Source: an optimization exercise on an open RTL-to-GDS flow (aim: small area, a short achievable clock period and few clock cycles per item). Production flows keep margins and buffers that such runs may drop. Power figures rest on the tool's default switching activity, not on a simulated workload.

== run a ==
==> flow/design.v <==
module lzss_enc_top (
    input               clk,
    input               rst_x,
    input               i_valid,
    output              ow_ready,
    input       [7:0]   i_data,
    input               i_last,
    output              o_valid,
    input               i_ready,
    output      [8:0]   o_code,
    output              o_last
);
    integer             k;
    reg     [7:0]       r_win [1:64];    
    reg     [63:0]      r_row [0:4];     
    reg     [5:0]       r_rv;            
    reg     [5:0]       r_lb;            
    reg     [6:0]       r_cnt;           
    reg     [2:0]       r_skip;          
    reg     [3:0]       r_any;
    reg     [5:0]       r_idx [2:5];
    reg                 r_hv;
    reg     [9:0]       r_hd;
    reg                 r_sv;
    reg     [9:0]       r_sd;
    wire                w_room  = ~r_sv;
    wire                w_ended = ~r_rv[0] | r_lb[0];
    wire                w_adv   = w_room & (i_valid | (w_ended & (|r_rv)));
    assign  ow_ready    = w_room;
    assign  o_valid     = r_hv;
    assign  o_code      = r_hd[8:0];
    assign  o_last      = r_hd[9];
    reg     [63:0]      w_eq;
    always @(*) begin
        for (k = 0; k < 64; k = k + 1)
            w_eq[k] = (i_data == r_win[k+1]) && (r_cnt > k);
    end
    wire    [63:0]      m2 = r_row[4] & r_row[3];
    wire    [63:0]      m3 = m2 & r_row[2];
    wire    [63:0]      m4 = m3 & r_row[1];
    wire    [63:0]      m5 = m4 & r_row[0];
    wire    [5:0]       w_idx2, w_idx3, w_idx4, w_idx5;
    wire    [3:0]       w_any;
    lzss_lowest #(.W(64), .N(6)) u_low2 (.i_v(m2), .o_any(w_any[0]), .o_idx(w_idx2));
    lzss_lowest #(.W(64), .N(6)) u_low3 (.i_v(m3), .o_any(w_any[1]), .o_idx(w_idx3));
    lzss_lowest #(.W(64), .N(6)) u_low4 (.i_v(m4), .o_any(w_any[2]), .o_idx(w_idx4));
    lzss_lowest #(.W(64), .N(6)) u_low5 (.i_v(m5), .o_any(w_any[3]), .o_idx(w_idx5));
    always @(posedge clk) begin
        if (w_adv) begin
            r_win[1]    <= i_data;
            for (k = 2; k <= 64; k = k + 1)
                r_win[k]    <= r_win[k-1];
            r_row[0]    <= w_eq;
            for (k = 1; k <= 4; k = k + 1)
                r_row[k]    <= r_row[k-1];
            r_lb        <= {r_lb[4:0], i_valid & i_last};
            r_any       <= w_any;
            r_idx[2]    <= w_idx2;
            r_idx[3]    <= w_idx3;
            r_idx[4]    <= w_idx4;
            r_idx[5]    <= w_idx5;
        end
    end
    always @(posedge clk or negedge rst_x) begin
        if (!rst_x) begin
            r_rv    <= 6'd0;
            r_cnt   <= 7'd0;
        end
        else if (w_adv) begin
            r_rv    <= {r_rv[4:0], i_valid};
            if (i_valid) begin
                if (i_last)
                    r_cnt   <= 7'd0;
                else if (!r_cnt[6])
                    r_cnt   <= r_cnt + 7'd1;
            end
        end
    end
    wire                a2 = r_any[0];
    wire                a3 = r_any[1];
    wire                a4 = r_any[2];
    wire                a5 = r_any[3];
    wire    [5:0]       w_idx = a5 ? r_idx[5] : a4 ? r_idx[4] : a3 ? r_idx[3] : r_idx[2];
    wire    [1:0]       w_len = a5 ? 2'd3 : a4 ? 2'd2 : a3 ? 2'd1 : 2'd0;    
    wire                w_lst = r_lb[5] | (a2 & r_lb[4]) | (a3 & r_lb[3]) | (a4 & r_lb[2]) | (a5 & r_lb[1]);
    wire    [9:0]       w_code = a2 ? {w_lst, 1'b1, ~w_idx, w_len} : {w_lst, 1'b0, r_win[6]};
    wire                w_push = w_adv & r_rv[5] & (r_skip == 3'd0);
    wire                w_pop  = r_hv & i_ready;
    always @(posedge clk or negedge rst_x) begin
        if (!rst_x) begin
            r_skip  <= 3'd0;
        end
        else if (w_adv && r_rv[5]) begin
            if (r_skip != 3'd0)
                r_skip  <= r_skip - 3'd1;
            else
                r_skip  <= a5 ? 3'd4 : a4 ? 3'd3 : a3 ? 3'd2 : a2 ? 3'd1 : 3'd0;
        end
    end
    always @(posedge clk or negedge rst_x) begin
        if (!rst_x) begin
            r_hv    <= 1'b0;
            r_sv    <= 1'b0;
        end
        else begin
            if (r_sv) begin
                if (w_pop)
                    r_sv    <= 1'b0;
            end
            else if (w_push) begin
                r_hv    <= 1'b1;
                if (r_hv && !w_pop)
                    r_sv    <= 1'b1;
            end
            else if (w_pop) begin
                r_hv    <= 1'b0;
            end
        end
    end
    always @(posedge clk) begin
        if (r_sv) begin
            if (w_pop)
                r_hd    <= r_sd;
        end
        else if (w_push) begin
            if (!r_hv || w_pop)
                r_hd    <= w_code;
            else
                r_sd    <= w_code;
        end
    end
endmodule
module lzss_lowest #(
    parameter   W   = 64,
    parameter   N   = 6
)(
    input       [W-1:0]     i_v,
    output                  o_any,
    output      [N-1:0]     o_idx
);
    generate
        if (W == 2) begin : leaf
            assign  o_any   = i_v[0] | i_v[1];
            assign  o_idx   = ~i_v[0];
        end
        else begin : node
            wire                w_any_lo;
            wire                w_any_hi;
            wire    [N-2:0]     w_lo;
            wire    [N-2:0]     w_hi;
            lzss_lowest #(.W(W/2), .N(N-1)) u_lo (.i_v(i_v[W/2-1:0]), .o_any(w_any_lo), .o_idx(w_lo));
            lzss_lowest #(.W(W/2), .N(N-1)) u_hi (.i_v(i_v[W-1:W/2]), .o_any(w_any_hi), .o_idx(w_hi));
            assign  o_any   = w_any_lo | w_any_hi;
            assign  o_idx   = w_any_lo ? {1'b0, w_lo} : {1'b1, w_hi};
        end
    endgenerate
endmodule
Settings: LEC_CHECK=0, ABC_CLOCK_PERIOD_IN_PS=2500, CAP_MARGIN=20, CORE_MARGIN=2, CORE_UTILIZATION=55, SETUP_SLACK_MARGIN=3.5, SLEW_MARGIN=20; clock period 6.0 ns.
run.sh (not shown) runs the stock make flow with config.mk's settings and CLKGATE_MAP_FILE= SYNTH_SCRIPT=/design/flow/synth_recipe.tcl, a recipe that flattens the netlist after the stock synthesis.
Run a finished all stages; the layout is clean.
## Diff of input files: run b against run a
- ABC_CLOCK_PERIOD_IN_PS: 2500 -> unset
- SETUP_SLACK_MARGIN: 3.5 -> unset
- CORE_UTILIZATION: 55 -> 40
- For run b, the launching instance or port of the critical path was i_valid, unlike run a, where it was r_row[2][17].
- Taking run a over run b, the non-clock buffer count ratio works out to 2.4.
- Net switching power, run b vs run a: down slightly
- The run showing the greater power dissipated in combinational cells is run a.
- Run b vs run a — fraction of layout cells with a size suffix above 1 dropped 4.8 points.
- Sequential fraction of total cell area (higher): run b
- | wire length reported by the detailed router | run b vs run a | better |
- Looking only at critical path depth, and setting everything else aside, the lower value of run b and run a goes to run b.
No functional check of the RTL was part of any run of this note.

[re-timing with driven ports]
No port has a modelled driver above. Below, the same layouts with a new extraction and two added sets of constraints.
Step 1 assumes that a clkbuf_16 drives the clock port and a buf_2 every other input.
Step 2 adds t to the input delays and takes it off the output delays; t is the mean of the earliest and latest rising clock arrival at the registers after step 1. Input paths then give back, and output paths get back, about the clock's delay inside the block.
Slacks: ideal / step 1 / step 2; pairs: ideal / step 1.
run | t, ns | slack for setup (ns) | hold WS [ns]
run a | 0.708 | 3.351 / 3.351 / 2.852 | 0.444 / 0.444 / 0.444
run b | 0.712 | 2.464 / 2.504 / 1.792 | 0.427 / 0.427 / 0.427
After both steps setup and hold are still met in every run listed. For run b, which loses most, drivers alone change the setup slack by +0.040 ns; drivers and shift together by -0.672 ns.
